Background: an optimization exercise with open tools, aiming at small area and a short achievable clock period. Do not read the settings as production practice.
In this exercise RTL edits were held to simulation tests only and were not proved equivalent to the original.

==> flow/design.v, too long to show whole: its modules and the start of the top module <==
// module fa: 6 lines
// module aoi21: 5 lines
// module oai21: 5 lines
// module nand2: 5 lines
// module nor2: 5 lines
// module xor2: 5 lines
// module xnor2: 5 lines
// module booth_enc: 7 lines
// module booth_sel: 5 lines
// module inv1: 5 lines
// module systolic_array: 22116 lines
module systolic_array(
    inp_west0, inp_west4, inp_west8, inp_west12,
    inp_north0, inp_north1, inp_north2, inp_north3,
    result0, result1, result2, result3, result4, result5, result6, result7,
    result8, result9, result10, result11, result12, result13, result14, result15,
    clk, rst, count
);
  // ...
==> flow/flow/run.sh <==
#!/bin/bash
# The standard layout, with plain buf_2 cells as the port buffers instead of the
# delay buffer that buffer_ports picks by default. Every port still gets a buffer.
set -euo pipefail
export BUFFER_PORTS_ARGS="-buffer_cell sky130_fd_sc_hd__buf_2"
bash standard.sh > standard_flow.log 2>&1
==> flow/standard.sh <==
#!/bin/bash
# synth_recipe.tcl (not shown) runs the flow's synth.tcl, then flattens the netlist and writes it again
# the make line also repeats each setting of config.mk as NAME=value (left out here)
make -C /OpenROAD-flow-scripts/flow DESIGN_CONFIG=/design/flow/config.mk WORK_HOME=/design/flow/orfs CLKGATE_MAP_FILE= SYNTH_SCRIPT=/design/flow/synth_recipe.tcl "${@:-finish}"
==> flow/config.mk <==
export PLATFORM = sky130hd
export DESIGN_NAME = systolic_array
export DESIGN_NICKNAME = systolic_array
export VERILOG_FILES = /design/flow/design.v
export SDC_FILE = /design/flow/constraint.sdc
export NUM_CORES = 4
export LEC_CHECK = 0
export CAP_MARGIN = 20
export CORE_MARGIN = 2
export CORE_UTILIZATION = 40
export SETUP_SLACK_MARGIN = 2.0
export SLEW_MARGIN = 20
export SYNTH_HIERARCHICAL = 1
export TNS_END_PERCENT = 0
==> flow/constraint.sdc <==
create_clock -name core_clock -period 7.0 [get_ports {clk}]
set_input_delay 1.4000 -clock core_clock [delete_from_list [all_inputs] [get_ports {clk}]]
set_output_delay 1.4000 -clock core_clock [all_outputs]
set_load 0.01 [all_outputs]
==> results.tsv, run 1 <==
metric	value	unit
status	timing/DRC/antenna clean	
final design area excluding fillers	0.167	sq mm
Final Hold Fails	0	
Placement Setup Slack	0.483	ns
Num CTS Buffers	151	
number of cells on the critical path	18	
number of buffers other than clock buffers in the final layout	975	
Hold WS	0.486	ns
worst-case register-to-register setup slack	1.99	ns
DRC violation count after routing	0	
clock root buffer master	sky130_fd_sc_hd__clkbuf_16	
insertion delay of the later-clocked pin in the worst-skew pair	0.87	ns
Met1 Wirelength	217	mm
placed insts	21500	
Tapcell Cnt	4994	
CP most frequent cell	sky130_fd_sc_hd__fa_2	
routed length on met3	43.4	mm
combined area of the multi-input logic cells	0.124	sq mm
Die Y	617	microns
global routing met3 resource utilization	5.02	%
via count of the first global-routing pass	123000	
register share of the cell area	12.7	%
clock tree from TritonCTS	done	
Total Routed Length	518	mm
shortest clock period the worst path allows after layout	5.01	ns
Synth cell types	33	
reg2reg end	acc11[30]$_DFF_P_	
post-place instance area	0.156	sq mm
share of final layout cell area taken by non-clock buffers	4.00	%
==> inputs of run 2 (changes only) <==
--- a/flow/config.mk
+++ b/flow/config.mk
@@ -10,3 +10,3 @@
 export CORE_UTILIZATION = 40
-export SETUP_SLACK_MARGIN = 2.0
+export SETUP_SLACK_MARGIN = 3.0
 export SLEW_MARGIN = 20
==> results.tsv, run 2 <==
metric	value	unit	change
Core Region	0.375	sq mm	unchanged
leading cell type in the layout, fill and taps excluded	sky130_fd_sc_hd__xnor2_1		unchanged
DR vias/cell	5.48		about the same
slew of the pin with the lowest slew margin	1.15	ns	was 0.976 ns
FFs w/ async S/R, synth	0	%	unchanged
CP most frequent cell	sky130_fd_sc_hd__fa_2		unchanged
area share of the leading cell type in the synthesized netlist	29.4	%	unchanged
number of instances in the synthesized netlist	16800		unchanged
total global-route track usage	26.7	%	was 26.5%
DR vias	120000		about the same
Clock Pin Slew Worst Setup and Hold Paths	0.06	ns	about the same
Achievable Freq	197	MHz	was 200 MHz
port buffer count	649		unchanged
required arrival time at the worst endpoint	7.74	ns	was 7.77 ns
status	timing/DRC/antenna clean		unchanged
ANT nets after route	0		unchanged
post-place instance area	0.156	sq mm	unchanged
top cells by area in the synthesized netlist	sky130_fd_sc_hd__fa_1 29%, sky130_fd_sc_hd__xnor2_1 14%, sky130_fd_sc_hd__dfxtp_1 14%		unchanged
total negative slack	0	ns	unchanged
critical path cell sequence	buf_4 > ha_1 > buf_4 > a22oi_2 > xnor2_2 > fa_2 > fa_2 > fa_2 > fa_1 > fa_2 > nor2_4 > nor2_4 > a21oi_4 > o21ai_2 > buf_4 > a21oi_2 > o21ai_2 > xor2_1		was buf_4 > buf_16 > buf_6 > buf_12 > nor2b_2 > fa_1 > fa_2 > fa_1 > fa_2 > fa_2 > nor2_4 > o21ai_1 > a21oi_2 > inv_1 > a21oi_1 > o21ai_1 > a21oi_2 > xnor2_1
starting DRC count in detailed routing	10700		was 10900
Mean Syn Cell Area	8.96	sq um	unchanged
top fanout value on the critical path	8		was 17
# H-tree levels	4		unchanged
via count of the first global-routing pass	124000		was 123000
first-pass iteration count of the detailed router	6		unchanged
sequential share of the synthesized area	13.8	%	unchanged
beginning of the critical path	inp_north0[5]		was z15$_DFF_P_
mean routed wirelength per cell	23.6	microns	was 23.7 microns
global placer's final weighted congestion	0.964		unchanged
total number of clock tree sinks	1040		unchanged
top_reg_cell synth	sky130_fd_sc_hd__dfxtp_1		unchanged
hold-fix buffer count after cts	0		unchanged
clock tree skew after final layout	0.0784	ns	was 0.0765 ns
number of failing setup endpoints in the final timing report	0		unchanged
Hold/Removal Path Class	reg2reg		unchanged
setup slack of the critical path after layout	1.93	ns	was 1.99 ns
number of antenna violations at the first check in global routing	30		was 29
Arrival @ worst endpoint	5.81	ns	was 5.78 ns
Crit Path Class	in2reg		was reg2reg
Critical R2R Launch	z15$_DFF_P_		unchanged
clock tree from TritonCTS	done		unchanged
Placement Setup Slack	0.483	ns	unchanged
Hold WS	0.487	ns	was 0.486 ns
flip-flop and latch count after synthesis	1040		unchanged
wire length of the first global-routing pass	784	mm	was 778 mm
headroom to the max-slew limit	22.9	%	was 34.8%
placed wire-length estimate	397	mm	unchanged
startpoint types	primary input		was flip-flop
met2 usage in global routing	42.5	%	was 42.2%
total count of max-transition violations in the final report	0		unchanged
largest net degree at the start of global routing	124		unchanged
total overflow reported by the global router	0		unchanged
DRC violation count after routing	0		unchanged
origin of the worst min-delay path	count[7]$_SDFF_PP0_		unchanged
Die Y	617	microns	unchanged
Total Routed Length	518	mm	about the same
Worst path top cell family by delay	adder cells		unchanged
YS warnings	7		unchanged
critical path buffer and inverter count	3		was 5
row count	225		unchanged
unrepaired setup endpoints after global routing	true		unchanged
final core utilization	44.4	%	was 44.7%
final net count	19800		about the same
insertion delay of the later-clocked pin in the worst-skew pair	0.87	ns	about the same
commonest cells after routing, fill and taps aside	2403 x sky130_fd_sc_hd__xnor2_1, 2119 x sky130_fd_sc_hd__fa_1, 1907 x sky130_fd_sc_hd__a22oi_1		was 2403 x sky130_fd_sc_hd__xnor2_1, 2097 x sky130_fd_sc_hd__fa_1, 1908 x sky130_fd_sc_hd__a22oi_1
met1 GRT Util	36.0	%	was 35.8%
Final Hold Fails	0		unchanged
Crit path largest cell delay	0.57	ns	was 0.56 ns
number of maximum-capacitance constraint violations	0		unchanged
global routing met3 resource utilization	5.09	%	was 5.02%
Die Footprint	0.381	sq mm	unchanged
most numerous cell in the Yosys netlist	sky130_fd_sc_hd__xnor2_1		unchanged
final design area excluding fillers	0.166	sq mm	was 0.167 sq mm
top-level I/O count	1290		unchanged
cell type with the largest total area after synthesis	sky130_fd_sc_hd__fa_1		unchanged
number of synthesized flops with an enable pin	0		unchanged
peak-usage layer in the global routing report	met2		unchanged
die span in x	617	microns	unchanged
netlist area before placement	0.150	sq mm	unchanged
clock root buffer master	sky130_fd_sc_hd__clkbuf_16		unchanged
layout overhead on the synthesized area	10.6	%	was 11.4%
number of buffers on the longest clock path	4		unchanged
Num CTS Buffers	151		unchanged
Post-synth top cells	2431 x sky130_fd_sc_hd__xnor2_1, 2208 x sky130_fd_sc_hd__fa_1, 1920 x sky130_fd_sc_hd__a22oi_1		unchanged
master of the slowest instance on the critical path	sky130_fd_sc_hd__fa_1		unchanged
Starting Density	40.1	%	unchanged
shortest clock period the worst path allows after layout	5.07	ns	was 5.01 ns
Synth cell types	33		unchanged
final period utilization	72.4	%	was 71.6%
category of the worst setup path capture point	flip-flop		unchanged
proportion of layout cells with a drive suffix above 1	14.6	%	was 15.8%
-- run 2: cell types whose count changed in the layout (fill, tap and decap cells not counted), moves of 22 or more --
cell                      delta
sky130_fd_sc_hd__a21oi_1    +45
sky130_fd_sc_hd__a21oi_2    -42
sky130_fd_sc_hd__buf_4      +32
sky130_fd_sc_hd__dfxtp_1    +23
sky130_fd_sc_hd__dfxtp_2    -24
sky130_fd_sc_hd__fa_1       +22
sky130_fd_sc_hd__fa_2       -22
sky130_fd_sc_hd__nor2_1     +66
sky130_fd_sc_hd__nor2_4     -64
sky130_fd_sc_hd__o21ai_1    +37
sky130_fd_sc_hd__o21ai_2    -24
-- run 2: worst register-to-register path: cells and delay by family, from the launching register on --
kind / cells / cell delay (ns)
adder cells (fa/ha/maj): 5 / 2.38
AND/OR/NAND/NOR: 2 / 0.56
AO/OA/AOI/OAI: 5 / 0.71
XOR/XNOR: 1 / 0.17
buffers and inverters: 5 / 0.72
flip-flops: 1 / 0.36
-- run 2: routing by layer --
metal	wire, microns	up-vias
li1	-	53900
met1	217000	59700
met2	237000	5481
met3	43300	877
met4	20000	22
met5	126	-
-- run 2: modules after synthesis, one instance, submodules excluded --
module	times used	area, sq um	flip-flops and latches
xor2	656	8.76	0
fa	2208	20.0	0
systolic_array	1	65500	1040
nand2	992	3.75	0
oai21	928	5.00	0
xnor2	2352	8.76	0
nor2	1072	3.75	0
inv1	528	3.75	0
-- run 2: cell families (layout without fill, tap and decap cells) --
family	after synthesis	after routing	share of synthesized area, %
and+or+nand+nor	3676	3676	11.2
AOI/OAI and AO/OA	3561	3561	15.1
xor gates and xnor gates	3090	3090	18.0
adders and majority gates	2756	2756	33.9
buffers and inverters	2668	2265	7.99
DFF	1040	1040	13.8
other	1	520	0.00249
-- run 2: area by class of cell --
class / count / area (sq um)
diodes: 8 / 20.0
clock buffers: 182 / 4110
clock inverters: 88 / 1130
fillers: 37000 / 209000
inverters: 1008 / 3810
multi-input cells: 13600 / 123000
flip-flops and latches: 1040 / 21200
well taps: 4994 / 6250
repair buffers: 987 / 6770
-- run 2: repair_timing --
action / 4_1_cts / 5_1_grt
pin swaps: 106 / 57
resized for setup: 1067 / 282
gates cloned: 12 / 0
endpoints found under the setup margin: 772 / 480
buffers inserted: 53 / 26
-- run 2: per-stage QoR --
stage | instances
2_1_floorplan | 17300
3_3_place_gp | 21500
3_5_place_dp | 21500
4_1_cts | 21900
5_1_grt | 21900
6_report | 21900
-- run 2: path summary, 6_finish.rpt --
path	to	slack [ns]	cells after the start
setup / recovery	acc0[22]$_DFF_P_	1.93	18
hold / removal	count[7]$_SDFF_PP0_	0.49	2
setup reg to reg	acc11[24]$_DFF_P_	1.99	18
hold reg to reg	count[7]$_SDFF_PP0_	0.49	2

==> re-timing with driven ports <==
The results above use ideal ports. As a check the final layouts listed here were re-extracted and re-timed, cells and wires unchanged.
Step 1 (the two cells are an assumption about what drives the block):
set clk [get_ports {clk}]
set_driving_cell -lib_cell sky130_fd_sc_hd__clkbuf_16 $clk
set_driving_cell -lib_cell sky130_fd_sc_hd__buf_2 [delete_from_list [all_inputs] $clk]
Step 2 also shifts input and output timing later by t, the mid clock arrival at the registers, as if the neighbouring blocks saw the same clock.
a / b / c = ideal / step 1 / step 2; a / b = the first two.
run | t, ns | slack for setup (ns) | worst slew at a driven data input, ns | cell pins on the clock port's net
run 1 | 0.968 | 1.989 / 1.989 / 1.067 | 0.15 | 1
run 2 | 0.968 | 1.932 / 1.986 / 1.018 | 0.14 | 1
After both steps every run listed still meets setup and hold. For run 1, which loses most, drivers alone change the setup slack by 0.000 ns; drivers and shift together by -0.922 ns.
